Context: an optimization exercise on an open-source flow, tuned for small area and a short achievable clock period. The choices shown serve that exercise and are no tape-out recipe.
Only simulation tests tie the RTL to the original design; equivalence was not proved.
Power figures rest on the tool's default switching activity, not on a simulated workload.

==> inputs of ember <==
// npx_main_fsm
module npx_main_fsm (
	clk_50M,        
	rst_n,          
	chem_out,       
	p_data,         
	s_data,         
	data_valid,     
	clk_3p2M,       
	rst_n_block,    
	code,           
	addr,           
	data_in,        
	data_out,       
	data_to_elec,
	clk_to_elec,
	data_to_elec_chem,
	clk_to_elec_chem,
	rst_n_to_probe,
	rx_output,      
	rdy_spi,        
	spi_busy,       
	ack_fetch_spi,  
	tx_input        
);
clock: 7.0 ns
lec_check: 0
cap_margin: 20
core_margin: 2
core_utilization: 40
slew_margin: 20
run.sh (not shown) runs the stock make flow with config.mk's settings and CLKGATE_MAP_FILE= SYNTH_SCRIPT=/design/flow/synth_recipe.tcl, a recipe that flattens the netlist after the stock synthesis.
==> inputs of pepper, as changes to ember <==
--- a/flow/design.v
+++ b/flow/design.v
@@ -1,16 +1,17 @@
 module RST_N_SYN(
 	clk_sys,
 	rst_n,
 	en,
-	rst_syn_n
+	rst_syn_n,
+	rst_syn_n_buf
 );
 input clk_sys;
 input rst_n;
 input en;
 output reg rst_syn_n;
-reg rst_syn_n_buf;
+output reg rst_syn_n_buf;  
 always @(posedge clk_sys or negedge rst_n) begin
 	if(~rst_n) begin
 		rst_syn_n_buf <= 1'b0;
 		rst_syn_n <= 1'b0;
 	end else if(en) begin
@@ -28,22 +29,27 @@
 	en_fall
 );
 input  clk_50M;
 input  rst_n;
 output reg [3:0] cnt;
-output clk_3p2M;
+output reg clk_3p2M;
 output en_rise;  
 output en_fall;  
 always @(posedge clk_50M or negedge rst_n) begin
 	if(!rst_n)
 		cnt <= 4'd0;
 	else if(cnt == 4'd11)
 		cnt <= 4'd0;
 	else
 		cnt <= cnt + 1'b1;
 end
-assign clk_3p2M = (cnt > 4'd5);
+always @(posedge clk_50M or negedge rst_n) begin
+	if(!rst_n)
+		clk_3p2M <= 1'b0;
+	else
+		clk_3p2M <= (cnt >= 4'd5) && (cnt != 4'd11);
+end
 assign en_rise  = (cnt == 4'd5);
 assign en_fall  = (cnt == 4'd11);
 endmodule
 module elec_register_cache(
 	clk,
@@ -63,48 +69,75 @@
 input	rotate;          
 input	write_cache_en;
 input	[SPI_ADDR_LEN-1:0]	addr;
 input	[SPI_DATA_LEN-1:0]	data_in;
 output	data_out;
-reg  [1023:0] cache;
-reg  [63:0]   valid;
+reg           valid;
+wire [1023:0] cache;
 wire wr  = en & write_cache_en;
 wire rot = en & ~write_cache_en & rotate;
 wire addr_hi_zero = ~|addr[SPI_ADDR_LEN-1:6];
+wire no_hold = rot | (wr & ~valid);
 wire [63:0] we;    
-wire [63:0] rv;    
 wire [63:0] hold;  
+genvar w;
+generate
+	for (w = 0; w < 64; w = w + 1) begin : word
+		assign we[w]   = wr & addr_hi_zero & (addr[5:0] == w);
+		assign hold[w] = ~(we[w] | no_hold);
+	end
+endgenerate
+cache_array u_array (
+	.clk  (clk),
+	.we   (we),
+	.rv   (rot & valid),
+	.hold (hold),
+	.d    (data_in),
+	.q    (cache)
+);
+always @(posedge clk or negedge rst_n) begin
+	if(!rst_n)
+		valid <= 1'b0;
+	else if(wr | rot)
+		valid <= 1'b1;
+end
+assign data_out = cache[0] & valid;
+endmodule
+module cache_array(
+	clk,
+	we,
+	rv,
+	hold,
+	d,
+	q
+);
+input           clk;
+input  [63:0]   we;
+input           rv;
+input  [63:0]   hold;
+input  [15:0]   d;
+output reg [1023:0] q;
+wire [1023:0] src = {q[0], q[1023:1]};
 wire [1023:0] nxt;
 genvar w, o;
 generate
 	for (w = 0; w < 64; w = w + 1) begin : word
-		assign we[w]   = wr & addr_hi_zero & (addr[5:0] == w);
-		assign rv[w]   = rot & valid[w];
-		assign hold[w] = ~(we[w] | rot);
 		for (o = 0; o < 16; o = o + 1) begin : bit_
 			localparam integer I = w*16 + o;
-			localparam integer J = (I + 1) % 1024;
-			wire src_valid = (o == 15) ? rv[(w + 1) % 64] : rv[w];
-			assign nxt[I] = (we[w] & data_in[o]) | (src_valid & cache[J]) | (hold[w] & cache[I]);
+			assign nxt[I] = (we[w] & d[o]) | (rv & src[I]) | (hold[w] & q[I]);
 		end
 	end
 endgenerate
 always @(posedge clk)
-	cache <= nxt;
-always @(posedge clk or negedge rst_n) begin
-	if(!rst_n)
-		valid <= 64'b0;
-	else if(rot)
-		valid <= {64{1'b1}};
-	else
-		valid <= valid | we;
-end
-assign data_out = cache[0] & valid[0];
+	q <= nxt;
 endmodule
 module FSM(
 	clk,
 	rst_n,
+	rst_n_pad,
+	rst_n_pre,
+	cnt_12,
 	rx_output,
 	rdy_spi,
 	spi_busy,
 	ack_fetch_spi,
 	tx_input,
@@ -131,20 +164,23 @@
 localparam [2:0] READ_ELEC        = 3'd2;
 localparam [2:0] FINISH_READ_ELEC = 3'd3;
 localparam [2:0] RESET_ELEC       = 3'd4;
 input clk;
 input rst_n;
+input rst_n_pad;   
+input rst_n_pre;   
+input [3:0] cnt_12;
 input [LEN_SPI-1:0] rx_output;
 input rdy_spi;
 input spi_busy;
 output reg [LEN_SPI-1:0] tx_input;
 output ack_fetch_spi;
 output data_to_elec;
-output clk_to_elec;
+output reg clk_to_elec;
 output data_to_elec_chem;
-output clk_to_elec_chem;
-output rst_n_to_probe;
+output reg clk_to_elec_chem;
+output reg rst_n_to_probe;
 output [SPI_CODE_LEN-1:0] code;
 output [SPI_ADDR_LEN-1:0] addr;
 output [SPI_DATA_LEN-1:0] data_in;
 input  [SPI_DATA_LEN-1:0] data_out;
 input clk_3p2M;
@@ -156,11 +192,11 @@
 wire [7:0] chem_out_cnt_pos = chem_out_cnt_2d & ~chem_out_cnt_1d;
 reg  [15:0] chem_out_cnt[7:0];
 reg  [15:0] chem_out_cnt_buf[7:0];    
 wire [15:0] chem_out_cnt_buf_n[7:0];  
 integer i;
-always @(posedge clk or negedge rst_n) begin
+always @(posedge clk) begin
 	if(~rst_n) begin
 		for (i = 0; i < 8; i = i + 1)
 			chem_out_cnt[i] <= 16'b0;
 	end else begin
 		for (i = 0; i < 8; i = i + 1) begin
@@ -169,11 +205,11 @@
 			else if (chem_out_cnt_pos[i])
 				chem_out_cnt[i] <= 16'b0;
 		end
 	end
 end
-always @(posedge clk or negedge rst_n) begin
+always @(posedge clk) begin
 	if(~rst_n) begin
 		chem_out_cnt_1d <= 8'b0;
 		chem_out_cnt_2d <= 8'b0;
 	end else begin
 		chem_out_cnt_1d <= chem_out;
@@ -184,11 +220,11 @@
 generate
 	for (g = 0; g < 8; g = g + 1) begin : chem_buf
 		assign chem_out_cnt_buf_n[g] = chem_out_cnt_pos[g] ? chem_out_cnt[g] : chem_out_cnt_buf[g];
 	end
 endgenerate
-always @(posedge clk or negedge rst_n) begin
+always @(posedge clk) begin
 	if(~rst_n) begin
 		for (i = 0; i < 8; i = i + 1)
 			chem_out_cnt_buf[i] <= 16'b0;
 	end else begin
 		for (i = 0; i < 8; i = i + 1)
@@ -197,11 +233,11 @@
 end
 wire take = rdy_spi & ~spi_busy;
 assign ack_fetch_spi = rst_n & take;
 reg  [LEN_SPI-1:0] rx_output_buf;    
 wire [LEN_SPI-1:0] rx_output_buf_n = take ? rx_output : rx_output_buf;
-always @(posedge clk or negedge rst_n) begin
+always @(posedge clk) begin
 	if(!rst_n)
 		rx_output_buf <= {(LEN_SPI){1'b0}};
 	else
 		rx_output_buf <= rx_output_buf_n;
 end
@@ -217,11 +253,11 @@
 assign data_in = spi_bus[SPI_DATA_LEN-1:0];
 wire code_blk = (code==1 || code==2 || code==3 || code==15 || code==17 || code==19);
 reg data_out_en_1d;
 reg data_out_en_2d;
 reg data_out_en_3d;
-always @(posedge clk or negedge rst_n) begin
+always @(posedge clk) begin
 	if(!rst_n) begin
 		data_out_en_1d <= 1'b0;
 		data_out_en_2d <= 1'b0;
 		data_out_en_3d <= 1'b0;
 	end else if(en_fall) begin
@@ -256,80 +292,115 @@
 wire last     = (counter_1024 == 10'd1023);
 wire last_chem = (counter_1024_chem == 10'd1023);
 wire busy      = (current_state == WRITE_ELEC) || (current_state == READ_ELEC);
 wire busy_chem = (current_state_chem == WRITE_ELEC) || (current_state_chem == READ_ELEC);
 always @(posedge clk or negedge rst_n) begin
-	if(!rst_n) begin
+	if(!rst_n)
 		current_state <= IDLE;
+	else
+		current_state <= state_next;
+end
+always @(posedge clk) begin
+	if(!rst_n) begin
 		counter_1024  <= 10'd0;
 		elec_addr     <= 6'd0;
 	end else if(en_rise) begin
-		case(current_state)
-			IDLE:
-				if(code == 10)      current_state <= WRITE_ELEC;
-				else if(code == 11) current_state <= READ_ELEC;
-				else if(code == 12) current_state <= RESET_ELEC;
-			WRITE_ELEC:
-				if(last) current_state <= IDLE;
-			READ_ELEC:
-				if(last) current_state <= FINISH_READ_ELEC;
-			default:
-				current_state <= IDLE;
-		endcase
 		counter_1024 <= busy ? counter_1024 + 1'b1 : 10'd0;
 		if(current_state == IDLE) begin
 			if(code == 11)
 				elec_addr <= addr[5:0];
 			else if(code != 10 && code != 12)
 				elec_addr <= 6'd0;
 		end
 	end
 end
-always @(posedge clk or negedge rst_n) begin
+always @(posedge clk) begin
 	if(!rst_n)
 		read_elec_data <= 16'd0;
 	else if(en_rise && current_state == READ_ELEC && counter_1024[9:4] == elec_addr)
 		read_elec_data <= {reg_cache_0, read_elec_data[15:1]};
 end
-assign clk_to_elec  = ~clk_3p2M & (current_state == WRITE_ELEC);
 assign data_to_elec = reg_cache_0;
 always @(posedge clk or negedge rst_n) begin
-	if(!rst_n) begin
+	if(!rst_n)
 		current_state_chem <= IDLE;
+	else
+		current_state_chem <= state_next_chem;
+end
+always @(posedge clk) begin
+	if(!rst_n) begin
 		counter_1024_chem  <= 10'd0;
 		elec_addr_chem     <= 6'd0;
 	end else if(en_rise) begin
-		case(current_state_chem)
-			IDLE:
-				if(code == 20)      current_state_chem <= WRITE_ELEC;
-				else if(code == 21) current_state_chem <= READ_ELEC;
-				else if(code == 22) current_state_chem <= RESET_ELEC;
-			WRITE_ELEC:
-				if(last_chem) current_state_chem <= IDLE;
-			READ_ELEC:
-				if(last_chem) current_state_chem <= FINISH_READ_ELEC;
-			default:
-				current_state_chem <= IDLE;
-		endcase
 		counter_1024_chem <= busy_chem ? counter_1024_chem + 1'b1 : 10'd0;
 		if(current_state_chem == IDLE) begin
 			if(code == 21)
 				elec_addr_chem <= addr[5:0];
 			else if(code != 20 && code != 22)
 				elec_addr_chem <= 6'd0;
 		end
 	end
 end
-always @(posedge clk or negedge rst_n) begin
+always @(posedge clk) begin
 	if(!rst_n)
 		read_elec_data_chem <= 16'd0;
 	else if(en_rise && current_state_chem == READ_ELEC && counter_1024_chem[9:4] == elec_addr_chem)
 		read_elec_data_chem <= {reg_cache_0_chem, read_elec_data_chem[15:1]};
 end
-assign clk_to_elec_chem  = ~clk_3p2M & (current_state_chem == WRITE_ELEC);
 assign data_to_elec_chem = reg_cache_0_chem;
-assign rst_n_to_probe = rst_n & (code != 12) & (code != 22);
+wire clk_3p2M_next = (cnt_12 >= 4'd5) && (cnt_12 != 4'd11);
+wire [5:0] code_next = en_rise ? rx_output_buf_n[LEN_SPI-1:LEN_SPI-SPI_CODE_LEN] : code;
+reg [2:0] state_next;
+always @(*) begin
+	state_next = current_state;
+	if(en_rise)
+		case(current_state)
+			IDLE:
+				if(code == 10)      state_next = WRITE_ELEC;
+				else if(code == 11) state_next = READ_ELEC;
+				else if(code == 12) state_next = RESET_ELEC;
+			WRITE_ELEC:
+				if(last) state_next = IDLE;
+			READ_ELEC:
+				if(last) state_next = FINISH_READ_ELEC;
+			default:
+				state_next = IDLE;
+		endcase
+end
+reg [2:0] state_next_chem;
+always @(*) begin
+	state_next_chem = current_state_chem;
+	if(en_rise)
+		case(current_state_chem)
+			IDLE:
+				if(code == 20)      state_next_chem = WRITE_ELEC;
+				else if(code == 21) state_next_chem = READ_ELEC;
+				else if(code == 22) state_next_chem = RESET_ELEC;
+			WRITE_ELEC:
+				if(last_chem) state_next_chem = IDLE;
+			READ_ELEC:
+				if(last_chem) state_next_chem = FINISH_READ_ELEC;
+			default:
+				state_next_chem = IDLE;
+		endcase
+end
+always @(posedge clk or negedge rst_n) begin
+	if(!rst_n) begin
+		clk_to_elec      <= 1'b0;
+		clk_to_elec_chem <= 1'b0;
+	end else begin
+		clk_to_elec      <= ~clk_3p2M_next & (state_next == WRITE_ELEC);
+		clk_to_elec_chem <= ~clk_3p2M_next & (state_next_chem == WRITE_ELEC);
+	end
+end
+wire [5:0] code_after = rst_n ? code_next : 6'd0;
+always @(posedge clk or negedge rst_n_pad) begin
+	if(!rst_n_pad)
+		rst_n_to_probe <= 1'b0;
+	else
+		rst_n_to_probe <= rst_n_pre & (code_after != 6'd12) & (code_after != 6'd22);
+end
 elec_register_cache elec_register_cache_i1(
 	.clk            (clk),
 	.en             (en_rise),
 	.rst_n          (rst_n),
 	.rotate         (busy),
@@ -352,44 +423,39 @@
 module P2S(
 	p_data,
 	clk_50M,
 	en_fall,
 	rst_n,
-	phase,
+	cnt,
 	s_data,
 	data_valid
 );
 parameter BITS_ADC = 12;
 input [BITS_ADC:0] p_data;  
 input              clk_50M;
 input              en_fall;
 input              rst_n;
-input  [11:0]      phase;    
-output             s_data;
+input  [3:0]       cnt;      
+output reg         s_data;
 output reg         data_valid;
 reg [BITS_ADC:0] p_data_syn;
-always @(posedge clk_50M or negedge rst_n) begin
+always @(posedge clk_50M) begin
 	if(!rst_n)
 		p_data_syn <= {1'b0, {(BITS_ADC){1'b1}}};
 	else if(en_fall)
 		p_data_syn <= p_data;
 end
-reg z;
 always @(posedge clk_50M or negedge rst_n) begin
-	if(!rst_n)
-		z <= 1'b0;
-	else if(en_fall && !p_data_syn[BITS_ADC])
-		z <= p_data_syn[BITS_ADC-1];
-end
-always @(posedge clk_50M or negedge rst_n) begin
-	if(!rst_n)
+	if(!rst_n) begin
+		s_data     <= 1'b0;
 		data_valid <= 1'b1;
-	else
+	end else begin
+		if(!p_data_syn[BITS_ADC])
+			s_data <= p_data_syn[cnt];
 		data_valid <= p_data_syn[BITS_ADC];
+	end
 end
-wire [BITS_ADC-2:0] sel = phase[BITS_ADC-1:1] & {(BITS_ADC-1){~p_data_syn[BITS_ADC]}};
-assign s_data = |(sel & p_data_syn[BITS_ADC-2:0]) | (z & ~|sel);
 endmodule
 module npx_main_fsm (
 	clk_50M,        
 	rst_n,          
 	chem_out,       
@@ -439,43 +505,42 @@
 input  rdy_spi;
 input  spi_busy;
 output ack_fetch_spi;
 output [LEN_SPI-1:0] tx_input;
 wire rst_syn_n;
+wire rst_syn_n_buf;
 wire en_rise;
 wire en_fall;
 wire [3:0] cnt_12;
 RST_N_SYN rst_n_syn(
 	.clk_sys(clk_50M),
 	.rst_n(rst_n),
 	.en(1'b1),
-	.rst_syn_n(rst_syn_n)
+	.rst_syn_n(rst_syn_n),
+	.rst_syn_n_buf(rst_syn_n_buf)
 );
 RST_N_SYN rst_n_syn2block(
 	.clk_sys(clk_50M),
 	.rst_n(rst_syn_n),
 	.en(en_rise),
-	.rst_syn_n(rst_n_block)
+	.rst_syn_n(rst_n_block),
+	.rst_syn_n_buf()
 );
 CLK_12P clk_12p(
 	.clk_50M(clk_50M),
 	.rst_n(rst_syn_n),
 	.cnt(cnt_12),
 	.clk_3p2M(clk_3p2M),
 	.en_rise(en_rise),
 	.en_fall(en_fall)
 );
-wire [11:0] phase;
-genvar p;
-generate
-	for (p = 0; p < 12; p = p + 1) begin : phase_dec
-		assign phase[p] = (cnt_12 == p);
-	end
-endgenerate
 FSM fsm(
 	.clk(clk_50M),
 	.rst_n(rst_syn_n),
+	.rst_n_pad(rst_n),
+	.rst_n_pre(rst_syn_n_buf),
+	.cnt_12(cnt_12),
 	.rx_output(rx_output),
 	.rdy_spi(rdy_spi),
 	.spi_busy(spi_busy),
 	.ack_fetch_spi(ack_fetch_spi),
 	.tx_input(tx_input),
@@ -499,11 +564,11 @@
 		P2S p2s(
 			.p_data(p_data[x*(BITS_ADC+1)+:(BITS_ADC+1)]),
 			.clk_50M(clk_50M),
 			.en_fall(en_fall),
 			.rst_n(rst_syn_n),
-			.phase(phase),
+			.cnt(cnt_12),
 			.s_data(s_data[x]),
 			.data_valid(data_valid[x])
 		);
 	end
 endgenerate
CELL_PAD_IN_SITES_DETAIL_PLACEMENT = 1   (was unset)
CELL_PAD_IN_SITES_GLOBAL_PLACEMENT = 1   (was unset)
PLACE_DENSITY = 0.5   (was unset)
SETUP_SLACK_MARGIN = 3.8   (was unset)
SYNTH_HIERARCHICAL = 1   (was unset)
SYNTH_MINIMUM_KEEP_SIZE = 6000   (was unset)
==> notes.md <==
| metric | ember | pepper |
|---|---|---|
| Run status | timing/DRC/antenna clean | timing/DRC/antenna clean |
| Layout Cells excl Fill | 13.82k | 13.20k |
| Number of distinct standard cells referenced by the synthesized netlist | 77 | 66 |
| Maximum fanout encountered on the critical timing path | 15 | 2 |
| End point of the worst hold path | rst_n_syn.rst_syn_n$_DFF_PN0_ | P2S_i[2].p2s.data_valid$_DFF_PN1_ |
| Arithmetic-cell share of the synthesized area counting full adders, half adders and majority gates | 0.001622 | 0.001652 |
| Pre-CTS setup slack | 2116 ps | 2436 ps |
| Routed metal-1 wirelength | 141800 microns | 152100 microns |
| Number of well taps | 3552 | 3220 |
| Clock network fraction of design power | 0.466 | 0.484 |
| Syn Std Cell Area | 108000 sq um | 98480 sq um |
| Highest clock frequency the design can meet | 0.1852 GHz | 0.3000 GHz |
| Met1 global-route usage | 0.3096 | 0.3577 |
| Worst Min Path Start | rst_n_syn.rst_syn_n_buf$_DFF_PN0_ | P2S_i[2].p2s.p_data_syn[12]$_SDFFE_PN0N_ |
| Share of synthesized area spent on multiplexers | 0.02607 | 0.02991 |
| Warnings from Yosys | 7 | 14 |
| Multi-input gate area | 45010 sq um | 34610 sq um |
| Critical-path top delay cell | sky130_fd_sc_hd__dfrtp_1 | sky130_fd_sc_hd__nand2b_4 |

static timing again, ports no longer ideal:
How much do the figures lean on ideal ports? The routed layouts below were timed once more, with nothing changed but the port constraints. Step 1 (the two cells are an assumption about what drives the block):
set clk [get_ports {clk_50M}]
set_driving_cell -lib_cell sky130_fd_sc_hd__clkbuf_16 $clk
set_driving_cell -lib_cell sky130_fd_sc_hd__buf_2 [delete_from_list [all_inputs] $clk]
Step 2 moves the port delays by t, midway between the first and last clock arrival at a register: inputs arrive t later, outputs are due t later. That takes back most of the time a late clock gives input paths. Three values: ideal, step 1, step 2; two values: the first two.
run | t (ns) | slack for setup (ns) | hold WS [ns] | pins driven straight from the clock port
ember | 1.026 | 1.600 / 1.490 / 2.393 | 0.346 / 0.346 / 0.346 | 1
pepper | 0.990 | 3.666 / 3.631 / 3.394 | 0.328 / 0.328 / 0.328 | 1
After both steps setup and hold are still met in every run listed. The setup slack of pepper, which loses most, moves by -0.035 ns with the drivers and by -0.272 ns with both steps.
